From an optimization exercise on the open Yosys and OpenROAD flow, aimed at small area; shortcuts taken in it are not production practice. In this exercise RTL edits were held to simulation tests only and were not proved equivalent to the original. In every run shown here, the design's own scripts or RTL, not TritonCTS, make the clock network. No driver is modelled on the clock port, so clock power and skew are understated where the tree is cut down; a real chip needs a root buffer or a tree. Power is estimated from default activity; no workload was simulated.

===== design/flow/design.v =====
module decoder ( input wire [4:0] x, output wire [6:0] y );
    assign y[0] = ((~x[0] & ~x[1] & x[2] & ~x[3]) | (x[4]) | (x[0] & x[1] & ~x[2] & x[3]) | (x[0] & ~x[1] & ~x[2] & ~x[3]) | (x[0] & ~x[1] & x[2] & x[3]));
    assign y[1] = ((x[0] & ~x[1] & x[2] & ~x[3]) | (x[0] & x[1] & x[3]) | (x[4]) | (~x[0] & x[1] & x[2]) | (~x[0] & x[2] & x[3]));
    assign y[2] = ((~x[0] & x[2] & x[3]) | (x[4]) | (~x[0] & x[1] & ~x[2] & ~x[3]) | (x[1] & x[2] & x[3]));
    assign y[3] = ((~x[0] & ~x[1] & x[2] & ~x[3]) | (~x[0] & x[1] & ~x[2] & x[3]) | (x[4]) | (x[0] & ~x[1] & ~x[2] & ~x[3]) | (x[0] & x[1] & x[2]));
    assign y[4] = ((x[3] & x[4]) | (x[0] & ~x[1] & ~x[2]) | (~x[1] & x[2] & ~x[3]) | (x[0] & ~x[3]) | (x[1] & x[4]));
    assign y[5] = ((x[0] & ~x[2] & ~x[3]) | (x[4]) | (x[1] & ~x[2] & ~x[3]) | (x[0] & x[1] & ~x[3]) | (x[0] & ~x[1] & x[2] & x[3]));
    assign y[6] = ((~x[1] & ~x[2] & ~x[3] & ~x[4]) | (x[2] & x[4]) | (x[3] & x[4]) | (~x[0] & ~x[1] & x[2] & x[3]) | (x[0] & x[1] & x[2] & ~x[3]) | (x[1] & x[4]) | (x[0] & x[4]));
endmodule
`timescale 1ns / 1ps
module top
(
    input                   clk,
    input                   resetn,
    input       [15:0]      SW,
    input       [4:0]       BTN,
    output      [15:0]      LED,
    output                  DP,
    output      [7:0]       AN,
    output      [6:0]       C
    );
    wire rst = ~resetn;
    reg                     game, err;
    wire menu = ~game & ~err;
    reg         [4:0]       score;
    reg         [4:0]       t1, t2;
    reg         [3:0]       o1, o2;
    reg                     isearlier, realisearlier, side;
    reg         [3:0]       pos;     
    reg         [2:0]       dig;     
    reg         [1:0]       sd1, sd2, dly;
    reg         [4:0]       fcr, fcl;
    reg         [3:0]       prescale;
    reg         [9:0]       tic;
    reg         [4:0]       x;
    assign DP = 1'b1;
    wire newClk = &prescale;
    always @(posedge clk) begin
        prescale[0] <= ~rst & ~prescale[0];
        prescale[1] <= ~rst & (prescale[1] ^ prescale[0]);
        prescale[2] <= ~rst & (prescale[2] ^ (prescale[1] & prescale[0]));
        prescale[3] <= ~rst & (prescale[3] ^ (prescale[2] & prescale[1] & prescale[0]));
    end
    wire press1 = sd1[1] & ~sd1[0];
    wire press2 = sd2[1] & ~sd2[0];
    always @(posedge clk) begin
        sd1[1] <= ~rst & BTN[2];
        sd1[0] <= sd1[1];
        sd2[1] <= ~rst & BTN[3];
        sd2[0] <= sd2[1];
    end
    wire s20 = score[4] & score[2];          
    wire s0  = ~|score;
    wire up  = BTN[2] & menu & press1 & ~s20;
    wire dn  = ~up & BTN[3] & menu & press2 & ~s0;
    wire ld5 = rst | (~up & ~dn & BTN[4] & err);
    wire [4:0] sg = score ^ {5{dn}};
    wire       mv = up | dn;
    wire [4:0] sc_t = {mv & sg[3] & sg[2] & sg[1] & sg[0], mv & sg[2] & sg[1] & sg[0],
                       mv & sg[1] & sg[0], mv & sg[0], mv};
    always @(posedge clk) begin
        score[0] <= ld5 | (score[0] ^ sc_t[0]);
        score[1] <= ~ld5 & (score[1] ^ sc_t[1]);
        score[2] <= ld5 | (score[2] ^ sc_t[2]);
        score[3] <= ~ld5 & (score[3] ^ sc_t[3]);
        score[4] <= ~ld5 & (score[4] ^ sc_t[4]);
    end
    wire ge10 = score[4] | (score[3] & (score[2] | score[1]));
    wire [1:0] st = {s20, ge10 & ~s20};
    localparam [47:0] HALF_MOD5 = 48'h000023444688;
    wire [3:0] so = {HALF_MOD5[score[4:1] * 3 +: 3], score[0]};
    wire eq1 = ~t1[4] & ~t1[3] & ~t1[2] & (t1[1:0] == st) & (o1 == so);
    wire eq2 = ~t2[4] & ~t2[3] & ~t2[2] & (t2[1:0] == st) & (o2 == so);
    wire eq  = eq1 | eq2;
    always @(posedge clk) begin
        game <= ~rst & ((menu & BTN[1] & ~s0) | (game & ~eq));
        err  <= ~rst & ((menu & BTN[1] & s0) | (err & ~BTN[4]));
    end
    wire at0  = LED[0];
    wire at1  = LED[1];
    wire at14 = LED[14];
    wire at15 = LED[15];
    wire atend = at0 | at15;
    wire step = newClk & game;
    wire side_n = side ^ (atend | (~realisearlier & ((at1 & SW[0]) | (at14 & SW[15]))));
    wire [3:0] g = pos ^ {4{side_n}};
    wire [3:0] pos_mv = {pos[3] ^ (g[2] & g[1] & g[0]), pos[2] ^ (g[1] & g[0]), pos[1] ^ g[0], ~pos[0]};
    always @(posedge clk) begin
        if (rst) begin
            pos <= 4'd5; side <= 1'b0;
        end else if (step) begin
            side <= side_n;
            pos <= atend ? 4'd7 : pos_mv;
        end
    end
    wire isearlier_w = dly[1] & ~dly[0];
    always @(posedge clk) begin
        dly[1] <= ~rst & isearlier;
        dly[0] <= dly[1];
        realisearlier <= ~rst & (isearlier_w | (realisearlier & ~atend));
        isearlier <= ~rst & (game ? ~atend & (isearlier | (SW[0] & ~at1) | (SW[15] & ~at14)) : isearlier);
    end
    wire flag_right = fcr[4] & fcr[3] & fcr[1];
    wire flag_left  = fcl[4] & fcl[3] & fcl[1];
    always @(posedge clk) begin
        if (rst | (step & ~SW[0])) fcr <= 5'd8;
        else if (step & ~flag_right) fcr <= {fcr[3:0], ~(fcr[4] ^ fcr[1])};
        if (rst | (step & ~SW[15])) fcl <= 5'd8;
        else if (step & ~flag_left) fcl <= {fcl[3:0], ~(fcl[4] ^ fcl[1])};
    end
    wire inc1 = step & (at15 | flag_left);
    wire inc2 = step & (at0 | flag_right);
    wire eqE = newClk & eq;
    wire c1 = inc1 & o1[0];
    wire w1 = inc1 & t1[4] & t1[3] & t1[0] & o1[2] & ~o1[1] & o1[0];    
    wire clr1 = rst | eqE | w1;
    wire ti1 = inc1 & o1[3] & o1[0];
    always @(posedge clk) begin
        o1[0] <= ~rst & (eqE ? inc1 : (o1[0] ^ inc1) & ~w1);
        o1[1] <= ~clr1 & (o1[1] ^ (c1 & ~o1[3]));
        o1[2] <= ~clr1 & (o1[2] ^ (c1 & o1[1]));
        o1[3] <= ~clr1 & (o1[3] ? ~c1 : (c1 & o1[1] & o1[2]));
        t1[0] <= ~clr1 & (t1[0] ^ ti1);
        t1[1] <= ~clr1 & (t1[1] ^ (ti1 & t1[0]));
        t1[2] <= ~clr1 & (t1[2] ^ (ti1 & t1[0] & t1[1]));
        t1[3] <= ~clr1 & (t1[3] ^ (ti1 & t1[0] & t1[1] & t1[2]));
        t1[4] <= ~clr1 & (t1[4] ^ (ti1 & t1[0] & t1[1] & t1[2] & t1[3]));
    end
    wire c2 = inc2 & o2[0];
    wire w2 = inc2 & t2[4] & t2[3] & t2[0] & o2[2] & ~o2[1] & o2[0];
    wire clr2 = rst | eqE | w2;
    wire ti2 = inc2 & o2[3] & o2[0];
    always @(posedge clk) begin
        o2[0] <= ~rst & (eqE ? inc2 : (o2[0] ^ inc2) & ~w2);
        o2[1] <= ~clr2 & (o2[1] ^ (c2 & ~o2[3]));
        o2[2] <= ~clr2 & (o2[2] ^ (c2 & o2[1]));
        o2[3] <= ~clr2 & (o2[3] ? ~c2 : (c2 & o2[1] & o2[2]));
        t2[0] <= ~clr2 & (t2[0] ^ ti2);
        t2[1] <= ~clr2 & (t2[1] ^ (ti2 & t2[0]));
        t2[2] <= ~clr2 & (t2[2] ^ (ti2 & t2[0] & t2[1]));
        t2[3] <= ~clr2 & (t2[3] ^ (ti2 & t2[0] & t2[1] & t2[2]));
        t2[4] <= ~clr2 & (t2[4] ^ (ti2 & t2[0] & t2[1] & t2[2] & t2[3]));
    end
    wire tic_end = tic[9] & tic[8] & tic[7] & tic[6] & tic[4] & tic[3] & tic[1] & tic[0];
    always @(posedge clk) begin
        if (rst | tic_end) tic <= 10'd178;
        else tic <= {tic[8:0], ~(tic[9] ^ tic[2])};
    end
    wire d1 = dig == 3'd1;
    wire d7 = dig == 3'd7;
    wire [2:0] dig_t = (game & d1) ? 3'b111 :
                       (menu & d1) ? 3'b010 :
                       (err & d7)  ? 3'b100 :
                       {dig[1] & dig[0], dig[0], 1'b1};
    always @(posedge clk) begin
        dig[0] <= rst | (dig[0] ^ (tic_end & dig_t[0]));
        dig[1] <= ~rst & (dig[1] ^ (tic_end & dig_t[1]));
        dig[2] <= ~rst & (dig[2] ^ (tic_end & dig_t[2]));
    end
    wire sd0 = dig == 3'd0;
    wire sd6 = dig == 3'd6;
    wire [4:0] pt = dig[2] ? t2 : game ? t1 : {3'b0, st};
    wire [3:0] po = dig[2] ? o2 : game ? o1 : so;
    wire [4:0] dval = dig[0] ? pt : {1'b0, po};
    wire [4:0] lval = err ? (d7 ? 5'd14 : (dig == 3'd4) ? 5'd0 : 5'd16) :
                      d7 ? 5'd5 : sd6 ? 5'd12 : (dig == 3'd5) ? 5'd0 : (dig == 3'd4) ? 5'd16 : 5'd14;
    wire hold = game ? ~(sd0 | d1 | d7 | sd6) :
                menu ? (dig == 3'd2) :
                       (dig == 3'd0) | d1 | (dig == 3'd2);
    wire letter = ~game & (dig[2] | (dig[1] & dig[0]));
    always @(posedge clk) begin
        if (!hold) x <= letter ? lval : dval;
    end
    decoder dc(.x(x), .y(C));
    genvar i;
    generate
        for (i = 0; i < 16; i = i + 1) begin : g_led
            assign LED[i] = pos == i;
        end
        for (i = 0; i < 8; i = i + 1) begin : g_an
            assign AN[i] = dig != i;
        end
    endgenerate
endmodule

===== design/flow/flow/run.sh =====
#!/bin/bash
# Own layout flow: the standard ORFS flow (standard.sh) with four changes.
#  1. Synthesis is synth_recipe.tcl unchanged except that Yosys's abc pass maps
#     the combinational logic with flow/abc_area.script (area-oriented) instead
#     of ORFS's delay-oriented script. Registers are not touched by abc.
#  2. Port buffers are sky130_fd_sc_hd__buf_1.
#  3. TritonCTS runs as usual, then flow/clock_tree.tcl (POST_CTS hook)
#     replaces its tree with four clkbuf_8 buffers fed by the clock port.
# make's output goes to standard.log; ORFS keeps each step's log under orfs/logs.
set -euo pipefail
HERE=$(pwd)
cat > "$HERE/area_synth.tcl" <<EOS
proc abc {args} {
  set i [lsearch -exact \$args -script]
  if {\$i >= 0} { lset args [expr {\$i + 1}] $HERE/flow/abc_area.script }
  set j [lsearch -exact \$args -D]
  if {\$j >= 0} { set args [lreplace \$args \$j [expr {\$j + 1}]] }
  yosys abc {*}\$args
}
source $HERE/synth_recipe.tcl
EOS
export BUFFER_PORTS_ARGS="-buffer_cell sky130_fd_sc_hd__buf_1"
export CTS_ARGS="-sink_clustering_enable -repair_clock_nets -buf_list {sky130_fd_sc_hd__clkbuf_4 sky130_fd_sc_hd__clkbuf_8} -dont_use_dummy_load"
export POST_CTS_TCL="$HERE/flow/clock_tree.tcl"
export FLAT_CTS_BUF=sky130_fd_sc_hd__clkbuf_8
export FLAT_CTS_NET=clk
bash standard.sh SYNTH_SCRIPT="$HERE/area_synth.tcl" finish > standard.log 2>&1

===== design/flow/flow/abc_area.script =====
strash
balance -l
resub -K 6 -l
rewrite -l
resub -K 6 -N 2 -l
refactor -l
resub -K 8 -l
balance -l
resub -K 8 -N 2 -l
rewrite -l
resub -K 10 -l
rewrite -z -l
resub -K 10 -N 2 -l
balance -l
resub -K 12 -l
refactor -z -l
resub -K 12 -N 2 -l
rewrite -z -l
balance -l
balance -l
resub -K 6 -l
rewrite -l
resub -K 6 -N 2 -l
refactor -l
resub -K 8 -l
balance -l
resub -K 8 -N 2 -l
rewrite -l
resub -K 10 -l
rewrite -z -l
resub -K 10 -N 2 -l
balance -l
resub -K 12 -l
refactor -z -l
resub -K 12 -N 2 -l
rewrite -z -l
balance -l
dch
amap -F 4 -A 8
topo

===== design/flow/flow/clock_tree.tcl =====
# POST_CTS hook: replace the clock tree TritonCTS built with a flat one.
# The flip-flops are split into four groups of neighbours (two columns by
# x, then two rows by y within each column); each group is driven by one
# clock buffer placed at the group's centre, and the clock port drives the
# four buffers. Every register's clock passes through exactly one buffer.
set block [ord::get_db_block]
set db [ord::get_db]
set buf_master [$db findMaster $::env(FLAT_CTS_BUF)]
set clk_net [$block findNet $::env(FLAT_CTS_NET)]

# walk the tree TritonCTS made: collect its buffers and the clock sinks
set ::flat_tree_bufs {}
set ::flat_sinks {}
proc flat_walk {net} {
  foreach it [$net getITerms] {
    if {[$it isOutputSignal]} { continue }
    set inst [$it getInst]
    set mname [[$inst getMaster] getName]
    if {[string match "*clkbuf*" $mname]} {
      lappend ::flat_tree_bufs $inst
      foreach o [$inst getITerms] {
        if {[$o isOutputSignal] && [$o getNet] ne "NULL"} { flat_walk [$o getNet] }
      }
    } else {
      lappend ::flat_sinks $it
    }
  }
}
flat_walk $clk_net
set tree_bufs $::flat_tree_bufs
set sinks $::flat_sinks
puts "flat clock tree: removing [llength $tree_bufs] TritonCTS buffers, [llength $sinks] sinks"
foreach inst $tree_bufs {
  set onet "NULL"
  foreach o [$inst getITerms] {
    if {[$o isOutputSignal]} { set onet [$o getNet] }
    $o disconnect
  }
  odb::dbInst_destroy $inst
  if {$onet ne "NULL" && $onet ne $clk_net} { odb::dbNet_destroy $onet }
}

proc flat_by_x {a b} {
  set ax [lindex [[$a getInst] getLocation] 0]; set bx [lindex [[$b getInst] getLocation] 0]
  expr {$ax < $bx ? -1 : ($ax > $bx ? 1 : 0)}
}
proc flat_by_y {a b} {
  set ay [lindex [[$a getInst] getLocation] 1]; set by [lindex [[$b getInst] getLocation] 1]
  expr {$ay < $by ? -1 : ($ay > $by ? 1 : 0)}
}
set sorted [lsort -command flat_by_x $sinks]
set n [llength $sorted]
set half [expr {($n + 1) / 2}]
set groups {}
foreach col [list [lrange $sorted 0 [expr {$half - 1}]] [lrange $sorted $half end]] {
  set col [lsort -command flat_by_y $col]
  set m [llength $col]
  set h [expr {($m + 1) / 2}]
  lappend groups [lrange $col 0 [expr {$h - 1}]] [lrange $col $h end]
}
set g 0
foreach grp $groups {
  if {[llength $grp] == 0} { continue }
  set inst [odb::dbInst_create $block $buf_master "flat_clkbuf_$g"]
  set net [odb::dbNet_create $block "flat_clknet_$g"]
  $net setSigType CLOCK
  set sx 0; set sy 0
  foreach it $grp {
    $it disconnect
    $it connect $net
    set loc [[$it getInst] getLocation]
    incr sx [lindex $loc 0]; incr sy [lindex $loc 1]
  }
  $inst setLocation [expr {$sx / [llength $grp]}] [expr {$sy / [llength $grp]}]
  $inst setPlacementStatus PLACED
  foreach it [$inst getITerms] {
    if {[$it isInputSignal]} { $it connect $clk_net }
    if {[$it isOutputSignal]} { $it connect $net }
  }
  puts "flat clock tree: flat_clkbuf_$g drives [llength $grp] sinks"
  incr g
}
detailed_placement
check_placement -verbose
estimate_parasitics -placement
report_clock_skew

===== design/flow/standard.sh =====
#!/bin/bash
# synth_recipe.tcl (not shown) runs the flow's synth.tcl, then flattens the netlist and writes it again
# the make line also repeats each setting of config.mk as NAME=value (left out here)
make -C /OpenROAD-flow-scripts/flow DESIGN_CONFIG=/design/flow/config.mk WORK_HOME=/design/flow/orfs CLKGATE_MAP_FILE= SYNTH_SCRIPT=/design/flow/synth_recipe.tcl "${@:-finish}"

===== design/flow/config.mk =====
export PLATFORM = sky130hd
export DESIGN_NAME = top
export DESIGN_NICKNAME = top
export VERILOG_FILES = /design/flow/design.v
export SDC_FILE = /design/flow/constraint.sdc
export NUM_CORES = 4
export LEC_CHECK = 0
export CAP_MARGIN = 20
export CORE_MARGIN = 2
export CORE_UTILIZATION = 40
export SLEW_MARGIN = 20

===== design/flow/constraint.sdc =====
create_clock -name core_clock -period 10.0 [get_ports {clk}]
set_input_delay 2.0000 -clock core_clock [delete_from_list [all_inputs] [get_ports {clk}]]
set_output_delay 2.0000 -clock core_clock [all_outputs]
set_load 0.01 [all_outputs]

==> results of run 1 <==
## area by class of cell
class / count / share of cell area, %
flip-flops and latches: 70 / 37.92
repair buffers: 39 / 3.923
inverters: 68 / 6.669
plain buffers: 4 / 1.438
well taps: 108 / 3.531
multi-input cells: 301 / 46.52
## flip-flops by register name, summed over array words and instances (netlist names), 2 cells and up
register and count:
fcr 5, t2 5, dly 2, sd1 2, fcl 5, score 5
pos 4, prescale 4, o2 4, sd2 2, o1 4, tic 10
t1 5, x 5, dig 3
## cells in the final DEF (no fill, tap or decap), types with 2 or more instances in the layout
| cell type | Yosys | final |
|---|---|---|
| nand3_1 | 8 | 8 |
| ha_1 | 16 | 16 |
| nor2b_1 | 21 | 21 |
| nand2_1 | 21 | 21 |
| edfxtp_1 | 5 | 5 |
| nor4_1 | 6 | 6 |
| o21ai_0 | 28 | 28 |
| a222oi_1 | 4 | 4 |
| clkbuf_8 | 0 | 4 |
| clkinv_1 | 68 | 68 |
| nand4_1 | 7 | 7 |
| nor3_1 | 10 | 10 |
| a31oi_1 | 2 | 2 |
| o311a_1 | 2 | 2 |
| o311ai_0 | 2 | 2 |
| nor2_1 | 84 | 84 |
| a221oi_1 | 11 | 11 |
| a211oi_1 | 7 | 7 |
| a21oi_1 | 18 | 18 |
| o221a_1 | 4 | 4 |
| o21a_1 | 2 | 2 |
| a22oi_1 | 3 | 3 |
| o221ai_1 | 11 | 11 |
| nor3b_1 | 2 | 2 |
| o22ai_1 | 13 | 13 |
| buf_1 | 0 | 38 |
| and3_1 | 2 | 2 |
| o2111ai_1 | 2 | 2 |
| or3_1 | 5 | 5 |
| dfxtp_1 | 65 | 65 |
## kinds of logic after synthesis
kind of cell | share of synthesized area (%)
flops | 41.18
other cells | 0.1064
simple gates | 22.05
compound gates | 22.68
fa+ha+maj | 5.680
buf+inv | 8.307
## stage by stage
step,util (%),worst slack [ps],instances,cell area (um^2)
finish,44.32,6153,590,3827
global route,44.32,5913,590,3827
detailed placement,43.68,5973,586,3772
global placement,43.68,5976,586,3772
floorplan,-,6421,444,3525
## power by group through the flow
stage	logic [mW]	registers [mW]	clock network (mW)
floorplan	0.0513	0.305	0
global placement	0.0673	0.307	0
detailed placement	0.0686	0.308	0
global route	0.0776	0.303	0.125
finish	0.0688	0.301	0.107
## worst register-to-register path: stages, from the launching register on
cell       delay [ps]
dfxtp_1           400
clkinv_1          190
nor2_1            370
clkinv_1          180
o21ai_0           240
clkinv_1          260
a22oi_1           240
o2111ai_1         140
o22ai_1           450
nand4_1           190
nand2_1           130
nor2_1             80
clkinv_1          150
a211oi_1           60
## routing by layer
| layer | wire length (um) | share of wire (%) | global-route usage (%) | vias to the layer above |
|---|---|---|---|---|
| met5 | 0 | 0 | 0 | - |
| met4 | 193 | 2.3 | 6.624 | 0 |
| met3 | 307 | 3.7 | 2.004 | 14 |
| met2 | 3851 | 46 | 28.98 | 66 |
| met1 | 3957 | 48 | 22.91 | 1471 |
| li1 | - | - | - | 1667 |
## worst paths after layout
kind / cells past startpoint / slack [ps] / start / to
setup / recovery: 4 / 6150 / dig[0] / AN[7]
hold / removal: 0 / 360 / dly[1] / dly[0]
setup reg to reg: 13 / 6820 / score[2] / t2[4]
hold reg to reg: 0 / 360 / dly[1] / dly[0]
==> summary.txt, run 1 <==
Status
  • Outcome: complete, no violations

Yosys
  • Post-synth EDFFs: 5
  • #FFs+latches synth: 70
  • Synth Cell Area: 0.003525 mm^2
  • Post-Syn Nets: 483
  • Commonest cells post-synth: nor2_1, clkinv_1, dfxtp_1, o21ai_0
  • Top FF cell, synth: dfxtp_1
  • Mapped Avg Cell Area: 7.938 um^2
  • Cells after synthesis: 444
  • Area leader, netlist: dfxtp_1
  • Synth top area cells: dfxtp_1, nor2_1, clkinv_1
  • Netlist cell types: 39
  • Sequential share of the synthesized area: 41.18%
  • Count leader, synth: nor2_1
  • Ys async rst share: 0%
  • Share of the synthesized area in the top cell type: 36.92%
  • Syn. warnings: 1

Timing
  • Slew Limit Fails: 0
  • Setup Skew: 5.100 ps
  • Hold WS: 360.0 ps
  • Fin. Hold Viols: 0
  • Slew HR: 55.09%
  • Final setup viols: 0
  • RSZ-0062 raised after global routing: no
  • Period utilization: 38.47%
  • Maximum clock frequency: 0.2599 GHz
  • Post-Route Setup TNS: 0 ps
  • Slew @ Worst Pin: 669.5 ps
  • Post-layout minimum cycle time: 3847 ps

Worst setup path
  • CP required: 8000 ps
  • Worst setup EP type: output port
  • Crit Path Category: reg -> out
  • Crit path max fanout: 14
  • CP Buf/Inv Count: 2
  • CP delay by family, top: buffers and inverters
  • CP max stage delay: 520 ps
  • Worst EP arrival: 1850 ps
  • Critical path startpoint category: register
  • CP Cell Sequence: clkinv_1 > nor2_1 > nand2_1 > buf_1
  • Slowest cell on crit path: dfxtp_1

Detailed routing
  • Total number of vias: 3218
  • Initial DRC Count: 193
  • DRC viols: 0
  • Antenna-violating nets left: 0
  • Drt total wl: 8.310 mm
  • DR WL/cell: 14.08 um
  • Drt via density: 5.454
  • 1st-pass router iterations: 7

Clock tree
  • Worst-path clk slew: 110 ps
  • Clock sinks: 70
  • Clock latency (worst-skew pair): 160 ps

Finish
  • P&R area growth vs syn: 8.591%
  • Reg area: 0.001451 mm^2
  • Layout cell share with drive strength beyond 1: 1.037%
  • Footprint of the multi-input gates: 0.001780 mm^2
  • Filler cell count: 907
  • Ant diodes: 0
  • Nets@finish: 523

Pwr
  • Sw Share: 25.72%
  • Clock power share: 22.5%
  • Power Total: 0.4776 mW
  • Power Density: 124.8 mW/mm^2
  • Switching Power: 0.1228 mW
  • Combinational Power Share: 14.4%
  • P_leak: 1.403 nW
  • Int Power: 0.3548 mW
  • Peak supply drop: 0.08505 mV
  • Reg power frac: 63.1%

Die
  • Starting Density: 40.81%
  • Die Y: 97.87 um
  • Die area: 0.009579 mm^2
  • # IOs: 55
  • # rows: 34
  • Die Wd: 97.87 um
  • Core Box Area: 0.008636 mm^2

GRT
  • GRT Total Usage: 17.31%
  • Antenna violations before repair: 0
  • GRT overflow: 0
  • Largest net degree at the start of global routing: 23
  • First-pass GRT wire length: 13.75 mm
  • Vias in the first global route: 2961

Place
  • Post-DP HPWL: 6.392 mm
  • Port Buffer Count: 38
  • GP Congestion: 0.9437

Min path
  • Hold Crit Class: reg -> reg

Run
  • Number of max-cap violations: 0
==> inputs of run 2 (changes only) <==
--- a/design/flow/design.v
+++ b/design/flow/design.v
@@ -100,13 +100,17 @@
         realisearlier <= ~rst & (isearlier_w | (realisearlier & ~atend));
         isearlier <= ~rst & (game ? ~atend & (isearlier | (SW[0] & ~at1) | (SW[15] & ~at14)) : isearlier);
     end
-    wire flag_right = fcr[4] & fcr[3] & fcr[1];
-    wire flag_left  = fcl[4] & fcl[3] & fcl[1];
+    wire flag_right = ~fcr[4] & fcr[3] & ~fcr[1] & fcr[0];
+    wire flag_left  = ~fcl[4] & fcl[3] & ~fcl[1] & fcl[0];
+    wire ar = step & ~flag_right;
+    wire al = step & ~flag_left;
+    wire cr = rst | (step & ~SW[0]);
+    wire cl = rst | (step & ~SW[15]);
+    wire [4:0] fcr_n = ar ? {fcr[3:0], ~(fcr[4] ^ fcr[2])} : fcr;
+    wire [4:0] fcl_n = al ? {fcl[3:0], ~(fcl[4] ^ fcl[2])} : fcl;
     always @(posedge clk) begin
-        if (rst | (step & ~SW[0])) fcr <= 5'd8;
-        else if (step & ~flag_right) fcr <= {fcr[3:0], ~(fcr[4] ^ fcr[1])};
-        if (rst | (step & ~SW[15])) fcl <= 5'd8;
-        else if (step & ~flag_left) fcl <= {fcl[3:0], ~(fcl[4] ^ fcl[1])};
+        fcr <= {5{~cr}} & fcr_n;
+        fcl <= {5{~cl}} & fcl_n;
     end
     wire inc1 = step & (at15 | flag_left);
     wire inc2 = step & (at0 | flag_right);
==> run 2 against run 1 <==
Against the previous run:
- global-route usage fell by 0.90 points
- synthesized cell count fell by 0.68%
- sequential share of layout area rose by 0.76 points
- register-to-register slack got worse by 360 ps
- combinational power rose by 15%
- via count fell by 1.1%
- clock power barely moved
- area after synthesis fell by 2.0%
- critical path depth rose by 8
- flip-flop and latch count did not move
- utilization rose by 0.89 points
- critical endpoint is now pos[3]
- largest cell class unchanged
==> summary.txt, run 2 <==
Status
  • Outcome: complete, no violations

Pwr
  • Combinational Power Share: 16.1% (+1.7 points)
  • Reg power frac: 62.1% (-1.0 points)
  • Clock power share: 21.8% (-0.7 points)
  • Power Density: 131.0 mW/mm^2 (+5.0%)
  • P_leak: 1.361 nW (-3.0%)
  • Switching Power: 0.1306 mW (+6.4%)
  • Peak supply drop: 0.06515 mV (-23%)
  • Power Total: 0.4914 mW (+2.9%)
  • Sw Share: 26.58% (+0.86 points)
  • Int Power: 0.3608 mW (+1.7%)

Place
  • Post-DP HPWL: 5.960 mm (-6.8%)
  • Port Buffer Count: 38 (unchanged)
  • Post-DP Area: 0.003697 mm^2 (-2.0%)
  • GP Congestion: 0.8758 (-7.2%)

Timing
  • Period utilization: 40.95% (+2.5 points)
  • Fin. Hold Viols: 0 (unchanged)
  • Hold WS: 361.4 ps (+1.409 ps)
  • RSZ-0062 raised after global routing: no
  • Post-Route Setup TNS: 0 ps (unchanged)
  • Setup Skew: 7.998 ps (+2.898 ps)
  • Post-layout minimum cycle time: 4095 ps (+247.4 ps)
  • Final setup viols: 0 (unchanged)
  • Slew @ Worst Pin: 811.3 ps (+141.8 ps)
  • Slew Limit Fails: 0 (unchanged)
  • Maximum clock frequency: 0.2442 GHz (-6.0%)
  • Slew HR: 45.72% (-9.4 points)

Detailed routing
  • Drt via density: 5.449 (-0.10%)
  • Initial DRC Count: 143 (-26%)
  • 1st-pass router iterations: 7 (unchanged)
  • Antenna-violating nets left: 0 (unchanged)
  • DR WL/cell: 13.30 um (-5.5%)
  • DRC viols: 0 (unchanged)
  • Total number of vias: 3182 (-1.1%)
  • Drt total wl: 7.770 mm (-6.5%)

Finish
  • Filler cell count: 871 (-4.0%)
  • P&R area growth vs syn: 8.659% (about the same)
  • Ant diodes: 0 (unchanged)
  • Most frequent cells in the layout: nor2_1, dfxtp_1, clkinv_1
  • Layout cell share with drive strength beyond 1: 1.044% (+0.0065 points)
  • Biggest register: tic
  • Largest register FFs: 10 (unchanged)
  • Reg area: 0.001451 mm^2 (unchanged)
  • Footprint of the multi-input gates: 0.001743 mm^2 (-2.1%)
  • Most common cell after layout, fill and taps aside: nor2_1
  • Final design area excluding fillers: 0.003752 mm^2 (-2.0%)
  • Nets@finish: 517 (-1.1%)
  • Final core utilization: 45.21% (+0.89 points)

Yosys
  • Count leader, synth: nor2_1
  • #FFs+latches synth: 70 (unchanged)
  • Syn. warnings: 1 (unchanged)
  • Ys async rst share: 0% (unchanged)
  • Synth Cell Area: 0.003453 mm^2 (-2.0%)
  • Area leader, netlist: dfxtp_1
  • Top FF cell, synth: dfxtp_1
  • Mapped Avg Cell Area: 7.831 um^2 (-1.4%)
  • Post-synth EDFFs: 5 (unchanged)
  • Synth top area cells: dfxtp_1, nor2_1, clkinv_1
  • Cells after synthesis: 441 (-0.68%)
  • Netlist cell types: 36 (-7.7%)
  • Sequential share of the synthesized area: 42.03% (+0.85 points)
  • Post-Syn Nets: 477 (-1.2%)
  • Commonest cells post-synth: nor2_1, dfxtp_1, clkinv_1, nand2_1, o21ai_0
  • Share of the synthesized area in the top cell type: 37.68% (+0.76 points)

Worst setup path
  • Slowest cell on crit path: o21ai_0
  • CP Cell Sequence: buf_1 > a221oi_1 > nor2_1 > o21ai_0 > clkinv_1 > o22ai_1 > o21ai_0 > a21oi_1 > clkinv_1 > a221oi_1 > o21ai_0 > a21oi_1
  • CP required: 10110 ps (+2110 ps)
  • Most common cell on crit path: o21ai_0
  • Worst EP arrival: 4200 ps (+2350 ps)
  • Worst-case reg-to-reg path depth: 10 (-3)
  • Crit path max fanout: 3 (-11)
  • Worst setup EP type: register
  • CP max stage delay: 390 ps (-130 ps)
  • Crit Path Category: in -> reg
  • Critical path startpoint category: input pin

Die
  • Die Wd: 96.92 um (-0.98%)
  • Die area: 0.009393 mm^2 (-1.9%)
  • Die Y: 96.92 um (-0.98%)
  • # IOs: 55 (unchanged)
  • # rows: 33 (-2.9%)
  • Core Box Area: 0.008299 mm^2 (-3.9%)
  • Starting Density: 41.61% (+0.80 points)

GRT
  • GRT Total Usage: 16.40% (-0.90 points)
  • Largest net degree at the start of global routing: 19 (-17%)
  • GRT overflow: 0 (unchanged)
  • First-pass GRT wire length: 12.99 mm (-5.6%)
  • Vias in the first global route: 2881 (-2.7%)
  • Antenna violations before repair: 0 (unchanged)

Clock tree
  • Clock sinks: 70 (unchanged)
  • Worst-path clk slew: 110 ps (about the same)
  • Clock latency (worst-skew pair): 160 ps (about the same)

Min path
  • Hold Crit Class: reg -> reg
  • Hold depth: 0 (unchanged)

Run
  • Number of max-cap violations: 0 (unchanged)
-- run 2: cell types whose count changed in the layout (fill, tap and decap cells not counted), sizes merged, moves of 4 or more --
cell    before  now
a221oi      11    5
a22oi        3    8
nand3        8    4
clkinv      68   59
nand2       21   30
a21oi       18   23
-- run 2: metrics by stage --
stage	std cells	setup slack, ps
after floorplan	441	6226
after global placement	580	5773
after detailed placement	580	5741
after global routing	584	5600
final	584	5905
-- run 2: worst paths after layout --
path	from	to	slack, ps
max	SW[0]	pos[3]	5910
min reg2reg	dly[1]	dly[0]	360
max reg2reg	game	pos[3]	6460
min	dly[1]	dly[0]	360
-- run 2: cell families after synthesis --
group           Yosys count  synth area share, %
other cells               1               0.1086
buf+inv                  64                7.500
fa+ha+maj                13                4.710
flops                    70                42.03
simple gates            175                22.83
compound gates          118                22.83
-- run 2: power groups by stage --
stage / clock [mW] / sequential, mW / combinational, mW
after floorplan: 0 / 0.309 / 0.0597
after global placement: 0 / 0.312 / 0.0780
after detailed placement: 0 / 0.311 / 0.0788
after global routing: 0.121 / 0.308 / 0.0898
final: 0.107 / 0.305 / 0.0789
-- run 2: area by class of cell --
class	instances	share of cell area, %
sequential	70	38.68
buffer	4	1.467
timing repair buffer	39	4.001
multi-input combinational	307	46.45
tap	105	3.501
inverter	59	5.902
-- run 2: worst max-delay path, delay by kind of cell --
family | cells | cell delay [ps]
buffers and inverters | 3 | 400
and+or+nand+nor | 1 | 80
AOI/OAI and AO/OA | 8 | 1720
-- run 2: routing by layer --
metal | vias up | track usage (%) | routed length (um) | part of all wire (%)
li1 | 1649 | - | - | -
met4 | 0 | 5.309 | 80 | 1.0
met5 | - | 0 | 0 | 0
met2 | 64 | 27.56 | 3618 | 47
met3 | 5 | 2.529 | 284 | 3.7
met1 | 1464 | 21.58 | 3787 | 49
==> inputs of run 3 (changes only) <==
--- a/design/flow/design.v
+++ b/design/flow/design.v
@@ -123,7 +123,7 @@
         o1[0] <= ~rst & (eqE ? inc1 : (o1[0] ^ inc1) & ~w1);
         o1[1] <= ~clr1 & (o1[1] ^ (c1 & ~o1[3]));
         o1[2] <= ~clr1 & (o1[2] ^ (c1 & o1[1]));
-        o1[3] <= ~clr1 & (o1[3] ? ~c1 : (c1 & o1[1] & o1[2]));
+        o1[3] <= ~clr1 & (o1[3] ^ (c1 & (o1[3] | (o1[1] & o1[2]))));
         t1[0] <= ~clr1 & (t1[0] ^ ti1);
         t1[1] <= ~clr1 & (t1[1] ^ (ti1 & t1[0]));
         t1[2] <= ~clr1 & (t1[2] ^ (ti1 & t1[0] & t1[1]));
@@ -138,7 +138,7 @@
         o2[0] <= ~rst & (eqE ? inc2 : (o2[0] ^ inc2) & ~w2);
         o2[1] <= ~clr2 & (o2[1] ^ (c2 & ~o2[3]));
         o2[2] <= ~clr2 & (o2[2] ^ (c2 & o2[1]));
-        o2[3] <= ~clr2 & (o2[3] ? ~c2 : (c2 & o2[1] & o2[2]));
+        o2[3] <= ~clr2 & (o2[3] ^ (c2 & (o2[3] | (o2[1] & o2[2]))));
         t2[0] <= ~clr2 & (t2[0] ^ ti2);
         t2[1] <= ~clr2 & (t2[1] ^ (ti2 & t2[0]));
         t2[2] <= ~clr2 & (t2[2] ^ (ti2 & t2[0] & t2[1]));
--- a/design/flow/flow/abc_area.script
+++ b/design/flow/flow/abc_area.script
@@ -37,4 +37,25 @@
 balance -l
 dch
 amap -F 4 -A 8
+strash
+balance -l
+resub -K 6 -l
+rewrite -l
+resub -K 6 -N 2 -l
+refactor -l
+resub -K 8 -l
+balance -l
+resub -K 8 -N 2 -l
+rewrite -l
+resub -K 10 -l
+rewrite -z -l
+resub -K 10 -N 2 -l
+balance -l
+resub -K 12 -l
+refactor -z -l
+resub -K 12 -N 2 -l
+rewrite -z -l
+balance -l
+dch
+amap -F 4 -A 8
 topo
==> run 3 against run 2 <==
Against the previous run:
- still clean
- worst hold slack got worse by 0.69 ps
- clock skew shrank 0.81 ps
- sequential power barely moved
- area after synthesis down 1.3%
- global-route usage is 1.1 points higher
- combinational power shrank 4.8%
- worst setup slack improved by 120 ps
- cell count decreased by 1.2%
- maximum frequency is 3.0% higher
- register-to-register slack better by 160 ps
- wire length is 2.3% lower
- largest power group unchanged
==> summary.txt, run 3 <==
Status
  • Outcome: complete, no violations

GRT
  • First-pass GRT wire length: 12.90 mm (-0.63%)
  • Largest net degree at the start of global routing: 23 (+4)
  • GRT Total Usage: 17.49% (+1.1 points)
  • Gr busiest metal: met2
  • Met3 usage: 2.741% (+0.21 points)
  • Met1 GRT Util: 22.81% (+1.2 points)
  • Antenna violations before repair: 0 (unchanged)
  • M2 GR Usage: 29.51% (+1.9 points)
  • GRT overflow: 0 (unchanged)
  • Vias in the first global route: 2814 (-2.3%)

Pwr
  • Peak supply drop: 0.05768 mV (-11%)
  • Power Density: 132.0 mW/mm^2 (+0.82%)
  • Combinational Power Share: 15.3% (-0.8 points)
  • Sw Share: 26.66% (+0.081 points)
  • Int Power: 0.3587 mW (-0.57%)
  • Switching Power: 0.1304 mW (-0.16%)
  • Clock power share: 21.8% (about the same)
  • Power Total: 0.4892 mW (-0.46%)
  • Reg power frac: 62.9% (+0.8 points)
  • P_leak: 1.282 nW (-5.8%)

Die
  • Starting Density: 41.46% (-0.15 points)
  • Core Box Area: 0.008217 mm^2 (-1.0%)
  • Die Wd: 96.29 um (-0.64%)
  • Die Y: 96.29 um (-0.64%)
  • # rows: 33 (unchanged)
  • Die area: 0.009272 mm^2 (-1.3%)
  • # IOs: 55 (unchanged)

Yosys
  • Post-synth EDFFs: 5 (unchanged)
  • Mapped Avg Cell Area: 7.832 um^2 (about the same)
  • Top FF cell, synth: dfxtp_1
  • Count leader, synth: nor2_1
  • Area leader, netlist: dfxtp_1
  • Netlist cell types: 32 (-11%)
  • Simple-gate share of the synthesized area: 21.92% (-0.90 points)
  • Mux cell area share after synthesis: 0% (unchanged)
  • Post-Synth XOR/XNOR Area: 0% (unchanged)
  • Sequential share of the synthesized area: 42.60% (+0.57 points)
  • Synth Cell Area: 0.003407 mm^2 (-1.3%)
  • Synth top area cells: dfxtp_1, nor2_1, clkinv_1
  • Ys async rst share: 0% (unchanged)
  • Cells after synthesis: 435 (-1.4%)
  • Syn. warnings: 1 (unchanged)
  • Share of the synthesized area in the top cell type: 38.19% (+0.51 points)
  • #FFs+latches synth: 70 (unchanged)
  • Post-Synth Adder-Cell Area: 4.040% (-0.67 points)
  • Commonest cells post-synth: nor2_1, dfxtp_1, clkinv_1, o21ai_0, nand2_1
  • Complex-gate fraction of the synthesized area: 23.61% (+0.79 points)
  • Post-Syn Nets: 469 (-1.7%)
  • Largest family of logic cells by synthesized area: compound AO/OA/AOI/OAI gates

Finish
  • Ant diodes: 0 (unchanged)
  • Final design area excluding fillers: 0.003705 mm^2 (-1.3%)
  • Nets@finish: 508 (-1.7%)
  • Post-Layout Cell Count: 577 (-1.2%)
  • Most frequent cells in the layout: nor2_1, dfxtp_1, clkinv_1
  • Biggest register: tic
  • Layout cell share with drive strength beyond 1: 1.059% (+0.015 points)
  • Largest register FFs: 10 (unchanged)
  • Most common cell after layout, fill and taps aside: nor2_1
  • P&R area growth vs syn: 8.740% (about the same)
  • Final core utilization: 45.09% (-0.12 points)

Detailed routing
  • Antenna-violating nets left: 0 (unchanged)
  • Drt via density: 5.470 (+0.39%)
  • Drt total wl: 7.594 mm (-2.3%)
  • DR WL/cell: 13.16 um (-1.1%)
  • Initial DRC Count: 125 (-13%)
  • 1st-pass router iterations: 4 (-3)
  • DRC viols: 0 (unchanged)
  • Total number of vias: 3156 (-0.82%)

Place
  • Post-DP Area: 0.003643 mm^2 (-1.5%)
  • Dpl ws: 5884 ps (+142.3 ps)
  • Post-DP HPWL: 5.941 mm (-0.32%)
  • Port Buffer Count: 38 (unchanged)
  • GP Congestion: 0.8326 (-4.9%)
  • DP Cell Count: 573 (-1.2%)

Timing
  • RSZ-0062 raised after global routing: no
  • Post-layout minimum cycle time: 3977 ps (-118.1 ps)
  • Slew HR: 53.63% (+7.9 points)
  • Fin. Hold Viols: 0 (unchanged)
  • Setup Skew: 7.189 ps (-0.8095 ps)
  • Maximum clock frequency: 0.2515 GHz (+3.0%)
  • Hold WS: 360.7 ps (-0.6940 ps)
  • Final setup viols: 0 (unchanged)
  • Slew @ Worst Pin: 688.2 ps (-123.0 ps)
  • Post-Route Setup TNS: 0 ps (unchanged)
  • Slack of the critical path: 6023 ps (+118.1 ps)
  • Slew Limit Fails: 0 (unchanged)
  • Period utilization: 39.77% (-1.2 points)

Worst setup path
  • CP delay by family, top: compound AO/OA/AOI/OAI gates
  • Crit Path Category: in -> reg
  • Crit path max fanout: 3 (unchanged)
  • CP required: 10060 ps (-50 ps)
  • CP Buf/Inv Count: 2 (-1)
  • Worst setup EP type: register
  • CP max stage delay: 370 ps (-20 ps)
  • Most common cell on crit path: o21ai_0
  • CP Cell Sequence: buf_1 > a221oi_1 > nor2_1 > o21ai_0 > clkinv_1 > o22ai_1 > o21ai_0 > a21oi_1 > o221ai_1 > o21ai_0 > a21oi_1
  • Slowest cell on crit path: o21ai_0
  • Critical path startpoint category: input pin
  • Worst EP arrival: 4040 ps (-160 ps)

Run
  • Number of max-cap violations: 0 (unchanged)

Min path
  • Hold Crit Class: reg -> reg

Clock tree
  • Clock sinks: 70 (unchanged)
  • Worst-path clk slew: 110 ps (about the same)
  • Clock latency (worst-skew pair): 160 ps (about the same)
## run 3: cell types whose count changed after synthesis, moves of 3 or more
cell       previous run  this run
nor2_1               85        79
nand3_1               4         8
nor2b_1              21        17
o211ai_1              1         5
a2111oi_0             0         3
a221oi_1              5         8
nor3_1               13        10
o21ai_0              28        31
or3_1                 5         8
## run 3: cells by family (layout without fill, tap and decap cells)
logic type | after synthesis | count (layout)
other | 1 | 1
buffers and inverters | 65 | 102
AO/OA/AOI/OAI | 123 | 123
AND/OR/NAND/NOR | 165 | 165
adder cells (fa/ha/maj) | 11 | 11
flip-flops | 70 | 70
## run 3: final timing paths
check | startpoint | to | slack (ps) | cells past startpoint
worst min register to register | sd2[1] | sd2[0] | 360 | 0
worst max-delay path | SW[15] | pos[3] | 6020 | 11
worst max register to register | score[2] | o2[2] | 6620 | 11
worst min-delay path | sd2[1] | sd2[0] | 360 | 0
## run 3: final cells by class
cell class,count,area [um^2]
plain buffers,4,55.05
fillers,820,4512
inverters,60,225.2
multi-input cells,300,1699
flip-flops and latches,70,1451
well taps,105,131.4
repair buffers,38,142.6
## run 3: worst reg2reg max path, stage by stage (launching register included)
cell	delay, ps
dfxtp_1	400
clkinv_1	180
nor2_1	270
clkinv_1	210
o21ai_0	220
clkinv_1	240
a222oi_1	380
o2111ai_1	150
o21ai_0	500
and4_1	350
or3_1	290
a211oi_1	80
## run 3: power groups by stage
| stage | Combinational, mW | Sequential [mW] | Clock [mW] |
|---|---|---|---|
| finish | 0.0751 | 0.308 | 0.107 |
| global route | 0.0871 | 0.310 | 0.120 |
| detailed placement | 0.0751 | 0.314 | 0 |
| global placement | 0.0737 | 0.313 | 0 |
| floorplan | 0.0560 | 0.310 | 0 |
## run 3: metal layers
layer / share of wire [%] / up-vias
met2: 47 / 65
met4: 1.7 / 0
met1: 47 / 1444
li1: - / 1637
met3: 4.2 / 10
met5: 0 / -
==> inputs of run 4 (changes only) <==
--- a/design/flow/flow/run.sh
+++ b/design/flow/flow/run.sh
@@ -1,8 +1,9 @@
 #!/bin/bash
-# Own layout flow: the standard ORFS flow (standard.sh) with four changes.
+# Own layout flow: the standard ORFS flow (standard.sh) with three changes.
 #  1. Synthesis is synth_recipe.tcl unchanged except that Yosys's abc pass maps
 #     the combinational logic with flow/abc_area.script (area-oriented) instead
-#     of ORFS's delay-oriented script. Registers are not touched by abc.
+#     of ORFS's delay-oriented script, and ADDER_MAP_FILE is left empty so that
+#     half adders are not extracted ahead of abc. Registers are not touched.
 #  2. Port buffers are sky130_fd_sc_hd__buf_1.
 #  3. TritonCTS runs as usual, then flow/clock_tree.tcl (POST_CTS hook)
 #     replaces its tree with four clkbuf_8 buffers fed by the clock port.
@@ -24,4 +25,4 @@
 export POST_CTS_TCL="$HERE/flow/clock_tree.tcl"
 export FLAT_CTS_BUF=sky130_fd_sc_hd__clkbuf_8
 export FLAT_CTS_NET=clk
-bash standard.sh SYNTH_SCRIPT="$HERE/area_synth.tcl" finish > standard.log 2>&1
+bash standard.sh SYNTH_SCRIPT="$HERE/area_synth.tcl" ADDER_MAP_FILE= finish > standard.log 2>&1
==> run 4 against run 3 <==
Against the previous run:
- sequential power about the same
- largest power group unchanged
- still clean on timing, DRC and antenna
- die area decreased by 2.6%
- highest routed layer unchanged
- critical path type unchanged
- worst hold slack improved by 3.0 ps
==> summary.txt, run 4 <==
Finish
  • Most frequent cells in the layout: nor2_1, dfxtp_1, clkinv_1
  • P&R area growth vs syn: 9.211%
  • Filler cell count: 835 (+1.8%)
  • Final core utilization: 44.50% (-0.59 points)
  • Footprint of the multi-input gates: 0.001610 mm^2 (-5.2%)
  • Final design area excluding fillers: 0.003620 mm^2 (-2.3%)
  • Layout cell share with drive strength beyond 1: 1.250% (+0.19 points)
  • Most common cell after layout, fill and taps aside: nor2_1
  • Nets@finish: 505 (-0.59%)
  • Reg area: 0.001451 mm^2 (unchanged)
  • Largest register FFs: 10 (unchanged)
  • Biggest register: tic
  • Ant diodes: 0 (unchanged)

Timing
  • Period utilization: 39.46% (-0.31 points)
  • Slew @ Worst Pin: 829.9 ps (+141.7 ps)
  • Maximum clock frequency: 0.2534 GHz (+0.79%)
  • Post-Route Setup TNS: 0 ps (unchanged)
  • Slew HR: 44.09% (-9.5 points)
  • Post-layout minimum cycle time: 3946 ps (-31.04 ps)
  • Fin. Hold Viols: 0 (unchanged)
  • RSZ-0062 raised after global routing: no
  • Slew Limit Fails: 0 (unchanged)
  • Setup Skew: 8.143 ps (+0.9541 ps)
  • Final setup viols: 0 (unchanged)

Die
  • # IOs: 55 (unchanged)
  • Die Y: 95.03 um (-1.3%)
  • Starting Density: 40.75% (-0.72 points)
  • Core Box Area: 0.008134 mm^2 (-1.0%)
  • Die Wd: 95.03 um (-1.3%)
  • Die area: 0.009030 mm^2 (-2.6%)
  • # rows: 33 (unchanged)

Worst setup path
  • Crit path max fanout: 21 (+18)
  • CP Cell Sequence: buf_1 > clkinv_1 > nor2_1 > o21ai_0 > a211oi_1
  • Crit Path Category: in -> reg
  • CP max stage delay: 610 ps (+240 ps)
  • Worst reg2reg path startpoint: game
  • Critical path startpoint category: input pin
  • Slowest cell on crit path: clkinv_1
  • RR Endpoint: t2[4]
  • CP endpoint: t2[3]
  • CP Launch Point: resetn
  • CP delay by family, top: buffers and inverters
  • Worst setup EP type: register
  • Worst EP arrival: 4030 ps (about the same)
  • Worst-case reg-to-reg path depth: 12 (+1)
  • CP Buf/Inv Count: 2 (unchanged)
  • CP Depth: 5 (-6)
  • CP required: 10090 ps (+30 ps)
  • Reg2reg setup slack: 6290 ps (-330 ps)

Pwr
  • Power Density: 136.8 mW/mm^2 (+3.6%)
  • Combinational Power Share: 15.9% (+0.6 points)
  • Clock power share: 22.2% (+0.4 points)
  • Switching Power: 0.1359 mW (+4.2%)
  • Peak supply drop: 0.06917 mV (+20%)
  • Int Power: 0.3591 mW (+0.11%)
  • P_leak: 1.150 nW (-10%)
  • Reg power frac: 61.9% (-1.0 points)
  • Sw Share: 27.45% (+0.79 points)

Yosys
  • Count leader, synth: nor2_1
  • Ys async rst share: 0% (unchanged)
  • Sequential share of the synthesized area: 43.79% (+1.2 points)
  • Mapped Avg Cell Area: 7.482 um^2 (-4.5%)
  • Cells after synthesis: 443 (+1.8%)
  • Commonest cells post-synth: nor2_1, dfxtp_1, clkinv_1, nand2_1, o21ai_0
  • Top FF cell, synth: dfxtp_1
  • Share of the synthesized area in the top cell type: 39.26% (+1.1 points)
  • Netlist cell types: 33 (+3.1%)
  • Post-Syn Nets: 466 (-0.64%)
  • Synth top area cells: dfxtp_1, nor2_1, clkinv_1
  • #FFs+latches synth: 70 (unchanged)
  • Syn. warnings: 1 (unchanged)
  • Post-synth EDFFs: 5 (unchanged)
  • Synth Cell Area: 0.003314 mm^2 (-2.7%)
  • Area leader, netlist: dfxtp_1

Detailed routing
  • Drt via density: 5.451 (-0.34%)
  • Initial DRC Count: 189 (+51%)
  • DRC viols: 0 (unchanged)
  • Drt total wl: 7.659 mm (+0.86%)
  • Antenna-violating nets left: 0 (unchanged)
  • 1st-pass router iterations: 5 (+1)
  • Total number of vias: 3189 (+1.0%)
  • DR WL/cell: 13.09 um (-0.52%)

Status
  • Outcome: complete, no violations

Place
  • Post-DP Area: 0.003558 mm^2 (-2.3%)
  • Post-DP HPWL: 5.918 mm (-0.38%)
  • GP Congestion: 0.8503 (+2.1%)
  • Port Buffer Count: 38 (unchanged)

GRT
  • First-pass GRT wire length: 12.74 mm (-1.3%)
  • GRT overflow: 0 (unchanged)
  • Antenna violations before repair: 0 (unchanged)
  • Largest net degree at the start of global routing: 22 (-4.3%)
  • Vias in the first global route: 2751 (-2.2%)
  • GRT Total Usage: 17.73% (+0.24 points)

Clock tree
  • Worst-path clk slew: 110 ps (about the same)
  • Clock sinks: 70 (unchanged)
  • Clock latency (worst-skew pair): 170 ps (about the same)

Run
  • Number of max-cap violations: 0 (unchanged)

Min path
  • Hold Crit Class: reg -> reg
## run 4: cell count changes after synthesis, moves of 4 or more
| cell | previous run | this run |
|---|---|---|
| a211oi_1 | 7 | 15 |
| ha_1 | 11 | 0 |
| nand2_1 | 28 | 36 |
| nand4_1 | 6 | 1 |
| nor2_1 | 79 | 96 |
| nor2b_1 | 17 | 8 |
| nor3_1 | 10 | 14 |
| o21ai_0 | 31 | 36 |
| or3_1 | 8 | 4 |
## run 4: metal layers
metal / GRT usage, % / vias to the layer above / share of wire, %
li1: - / 1654 / -
met1: 23.91 / 1438 / 49
met2: 29.14 / 84 / 45
met3: 3.715 / 13 / 4.9
met4: 4.348 / 0 / 1.5
met5: 0 / - / 0
## run 4: cell families (layout without fill, tap and decap cells)
kind of cell	count (synthesis)	count (layout)	synth area share (%)
AND/OR/NAND/NOR	173	173	21.93
AO/OA/AOI/OAI	133	133	26.12
flip-flops	70	70	43.79
buffers and inverters	66	103	8.041
other	1	1	0.1131
## run 4: worst reg2reg max path, delay by kind of cell, from the launching register on
| kind | cells | cell delay, ps |
|---|---|---|
| compound gates | 1 | 200 |
| buf+inv | 2 | 930 |
| flops | 1 | 540 |
| simple gates | 9 | 1970 |
## run 4: final cells by class
| class | instances | area share (%) |
|---|---|---|
| Multi-Input combinational cell | 307 | 44.49 |
| Sequential cell | 70 | 40.10 |
| Inverter | 61 | 6.326 |
| Timing Repair Buffer | 38 | 3.941 |
| Tap cell | 105 | 3.629 |
| Buffer | 4 | 1.521 |
## run 4: per-stage QoR
stage                     hold WS, ps  cells  power (mW)  setup slack, ps
after floorplan                 331.1    443      0.3668             6324
after global placement          337.0    581      0.3881             5925
after detailed placement        342.5    581      0.3899             5824
after global routing            377.7    585      0.5190             5759
final                           363.7    585      0.4950             6054
## run 4: worst min path at each step
stage | depth (start not counted) | end | slack [ps] | from
3_3_place_gp | 0 | dly[0] | 340 | dly[1]
5_1_grt | 0 | sd2[0] | 380 | sd2[1]
6_report | 0 | sd1[0] | 360 | sd1[1]
3_5_place_dp | 0 | sd2[0] | 340 | sd2[1]
2_1_floorplan | 0 | dly[0] | 330 | dly[1]
## run 4: power by group through the flow
stage                     clock network [mW]  logic, mW  registers (mW)
after floorplan                            0     0.0578           0.309
after global placement                     0     0.0763           0.312
after detailed placement                   0     0.0778           0.312
after global routing                   0.122     0.0889           0.308
final                                  0.110     0.0789           0.306
==> inputs of run 5 (changes only) <==
--- a/design/flow/design.v
+++ b/design/flow/design.v
@@ -84,14 +84,16 @@
     wire step = newClk & game;
     wire side_n = side ^ (atend | (~realisearlier & ((at1 & SW[0]) | (at14 & SW[15]))));
     wire [3:0] g = pos ^ {4{side_n}};
-    wire [3:0] pos_mv = {pos[3] ^ (g[2] & g[1] & g[0]), pos[2] ^ (g[1] & g[0]), pos[1] ^ g[0], ~pos[0]};
+    wire [3:0] pos_t = {step & (at15 | (~at0 & g[2] & g[1] & g[0])),
+                        step & (at0 | (~at15 & g[1] & g[0])),
+                        step & (at0 | (~at15 & g[0])),
+                        step & ~at15};
     always @(posedge clk) begin
-        if (rst) begin
-            pos <= 4'd5; side <= 1'b0;
-        end else if (step) begin
-            side <= side_n;
-            pos <= atend ? 4'd7 : pos_mv;
-        end
+        pos[0] <= rst | (pos[0] ^ pos_t[0]);
+        pos[1] <= ~rst & (pos[1] ^ pos_t[1]);
+        pos[2] <= rst | (pos[2] ^ pos_t[2]);
+        pos[3] <= ~rst & (pos[3] ^ pos_t[3]);
+        side <= ~rst & (side ^ (step & (side ^ side_n)));
     end
     wire isearlier_w = dly[1] & ~dly[0];
     always @(posedge clk) begin
==> run 5 against run 4 <==
Against the previous run:
- worst setup slack better by 13 ps
- utilization is 0.062 points higher
- critical path depth is 6 higher
- sequential power hardly changed
- clock skew is 4.2 ps lower
- combinational power is 2% higher
- area after synthesis hardly changed
- sequential share of layout area is 0.055 points lower
- cell area is 0.14% higher
- worst hold slack worse by 7.6 ps
==> summary.txt, run 5 <==
Yosys
  • Post-synth EDFFs: 5 (unchanged)
  • Mapped Avg Cell Area: 7.510 um^2 (+0.38%)
  • Synth top area cells: dfxtp_1, nor2_1, clkinv_1
  • Syn. warnings: 1 (unchanged)
  • Count leader, synth: nor2_1
  • Commonest cells post-synth: nor2_1, dfxtp_1, clkinv_1, nand2_1, o21ai_0
  • Area leader, netlist: dfxtp_1
  • Top FF cell, synth: dfxtp_1
  • Post-Syn Nets: 464 (-0.43%)
  • Synth Cell Area: 0.003312 mm^2 (about the same)
  • Cells after synthesis: 441 (-0.45%)
  • Ys async rst share: 0% (unchanged)
  • Sequential share of the synthesized area: 43.82% (about the same)
  • #FFs+latches synth: 70 (unchanged)
  • Share of the synthesized area in the top cell type: 39.29% (about the same)
  • Netlist cell types: 31 (-6.1%)

Timing
  • RSZ-0062 raised after global routing: no
  • Post-Route Setup TNS: 0 ps (unchanged)
  • Setup Skew: 3.929 ps (-4.214 ps)
  • Fin. Hold Viols: 0 (unchanged)
  • Hold WS: 356.1 ps (-7.608 ps)
  • Period utilization: 39.33% (-0.13 points)
  • Final setup viols: 0 (unchanged)
  • Slew Limit Fails: 0 (unchanged)
  • Post-layout minimum cycle time: 3933 ps (-12.53 ps)
  • Maximum clock frequency: 0.2543 GHz (+0.32%)
  • Slew HR: 45.97% (+1.9 points)
  • Slew @ Worst Pin: 807.5 ps (-22.45 ps)

Pwr
  • Peak supply drop: 0.09029 mV (+31%)
  • Reg power frac: 62.0% (about the same)
  • Sw Share: 27.04% (-0.42 points)
  • Combinational Power Share: 16.3% (+0.4 points)
  • Switching Power: 0.1337 mW (-1.6%)
  • Power Density: 136.4 mW/mm^2 (-0.23%)
  • Int Power: 0.3609 mW (+0.48%)
  • P_leak: 1.159 nW (+0.83%)
  • Clock power share: 21.6% (-0.6 points)

Finish
  • Most frequent cells in the layout: nor2_1, dfxtp_1, clkinv_1
  • Filler cell count: 836 (+0.12%)
  • Most common cell after layout, fill and taps aside: nor2_1
  • Final design area excluding fillers: 0.003625 mm^2 (+0.14%)
  • Ant diodes: 0 (unchanged)
  • Footprint of the multi-input gates: 0.001627 mm^2 (+1.0%)
  • Reg area: 0.001451 mm^2 (unchanged)
  • P&R area growth vs syn: 9.445%
  • Nets@finish: 504 (-0.20%)
  • Layout cell share with drive strength beyond 1: 1.461% (+0.21 points)
  • Largest register FFs: 10 (unchanged)
  • Biggest register: tic

GRT
  • GRT overflow: 0 (unchanged)
  • GRT Total Usage: 18.03% (+0.30 points)
  • Largest net degree at the start of global routing: 22 (unchanged)
  • Antenna violations before repair: 0 (unchanged)
  • First-pass GRT wire length: 13.12 mm (+3.0%)
  • Vias in the first global route: 2813 (+2.3%)

Clock tree
  • Clock latency (worst-skew pair): 160 ps (about the same)
  • Worst-path clk slew: 110 ps (about the same)
  • Clock sinks: 70 (unchanged)

Min path
  • Hold Crit Class: reg -> reg
  • Hold depth: 0 (unchanged)
  • Hold EP: sd2[0]
  • HP Start: sd2[1]

Die
  • Die Wd: 95.00 um (about the same)
  • Starting Density: 40.72% (about the same)
  • # IOs: 55 (unchanged)
  • Die Y: 95.00 um (about the same)
  • Core Box Area: 0.008134 mm^2 (unchanged)
  • Die area: 0.009024 mm^2 (about the same)
  • # rows: 33 (unchanged)

Worst setup path
  • Worst reg2reg path startpoint: game
  • Critical path startpoint category: input pin
  • CP required: 10050 ps (-40 ps)
  • Reg2reg setup slack: 6260 ps (-30 ps)
  • Crit Path Category: in -> reg
  • CP Cell Sequence: buf_1 > a221oi_1 > nor2_1 > o21ai_0 > clkinv_1 > a22oi_1 > nor2_1 > o21ai_0 > nor2_1 > a21oi_1 > o21ai_0
  • Crit path max fanout: 4 (-81%)
  • CP Buf/Inv Count: 2 (unchanged)
  • Worst EP arrival: 3980 ps (-50 ps)
  • Slowest cell on crit path: o21ai_0
  • CP max stage delay: 370 ps (-240 ps)
  • Worst-case reg-to-reg path depth: 12 (unchanged)
  • RR Endpoint: t2[4]
  • Worst setup EP type: register
  • CP delay by family, top: compound AO/OA/AOI/OAI gates

Detailed routing
  • Drt total wl: 7.626 mm (-0.43%)
  • Antenna-violating nets left: 0 (unchanged)
  • 1st-pass router iterations: 5 (unchanged)
  • Total number of vias: 3146 (-1.3%)
  • Drt via density: 5.387 (-1.2%)
  • DR WL/cell: 13.06 um (-0.26%)
  • Initial DRC Count: 228 (+21%)
  • DRC viols: 0 (unchanged)

Status
  • Outcome: complete, no violations

Run
  • Number of max-cap violations: 0 (unchanged)

Place
  • Post-DP Area: 0.003563 mm^2 (+0.14%)
  • Post-DP HPWL: 5.752 mm (-2.8%)
  • Port Buffer Count: 38 (unchanged)
  • GP Congestion: 0.9044 (+6.4%)
-- run 5: changes by cell type after synthesis, moves of 4 or more --
cell	previous run	this run
nor2_1	96	101
clkinv_1	61	56
o211ai_1	3	7
nand3_1	6	10
o21ai_0	36	32
-- run 5: logic make-up after synthesis --
logic type             Yosys count  share of synthesized area (%)
AOI/OAI and AO/OA              129                          25.65
buffers and inverters           61                          7.480
DFF                             70                          43.82
other                            1                         0.1132
and+or+nand+nor                180                          22.93
-- run 5: worst max path at each step --
stage                     startpoint  endpoint  slack [ps]  depth (start not counted)
final                         SW[15]    pos[2]        6070                         11
after global routing            game     t1[4]        5660                         12
after detailed placement      SW[15]    pos[2]        5880                         11
after global placement        SW[15]    pos[2]        5920                         11
after floorplan               SW[15]    pos[2]        6310                         10
-- run 5: through the flow --
stage	utilization, %	total power, mW	cells	setup WS (ps)
final	44.56	0.4946	584	6067
after global routing	44.56	0.5212	584	5662
after detailed placement	43.81	0.3924	580	5885
after floorplan	-	0.3691	441	6309
after global placement	43.72	0.3911	580	5918
-- run 5: cell type report --
class                           instances  share of cell area, %
Inverter                               56                  5.799
Timing Repair Buffer                   39                  4.142
Tap cell                              105                  3.624
Sequential cell                        70                  40.04
Buffer                                  4                  1.519
Multi-Input combinational cell        310                  44.87
-- run 5: power groups by stage --
stage	sequential, mW	clock [mW]	combinational, mW
after floorplan	0.310	0	0.0594
after global placement	0.313	0	0.0785
after detailed placement	0.313	0	0.0795
after global routing	0.309	0.120	0.0917
final	0.307	0.107	0.0808
-- run 5: routing by layer --
layer	GRT usage (%)	up-vias	share of wire (%)
met4	6.280	0	1.5
li1	-	1656	-
met1	25.79	1408	51
met5	0	-	0
met3	2.873	9	4.9
met2	27.48	73	43

==> re-timing with driven ports <==
Ports are ideal in the flow. The routed layouts listed here were re-timed in OpenROAD. Step 1: set_driving_cell puts a clkbuf_16 on clk and a buf_2 on each other input, an assumption about the parent block. Step 2, shift: input delay + t, output delay - t, t = (earliest + latest rising clock arrival at the registers) / 2. This alone moves slack from input paths to output paths. Slacks: no drivers / after step 1 / after step 2; pairs: no drivers / after step 1.
run | t (ns) | setup WS [ns] | clock arrival spread, ns
run 1 | 0.223 | 6.153 / 6.089 / 6.010 | 0.006 / 0.005
run 2 | 0.220 | 5.905 / 5.945 / 5.725 | 0.008 / 0.008
run 3 | 0.220 | 6.023 / 6.062 / 5.842 | 0.007 / 0.007
run 4 | 0.224 | 6.054 / 6.095 / 5.871 | 0.010 / 0.010
run 5 | 0.220 | 6.067 / 6.108 / 5.888 | 0.004 / 0.004
After both steps setup and hold are still met in every run listed. The setup slack of run 4, which loses most, moves by +0.041 ns with the drivers and by -0.183 ns with both steps.
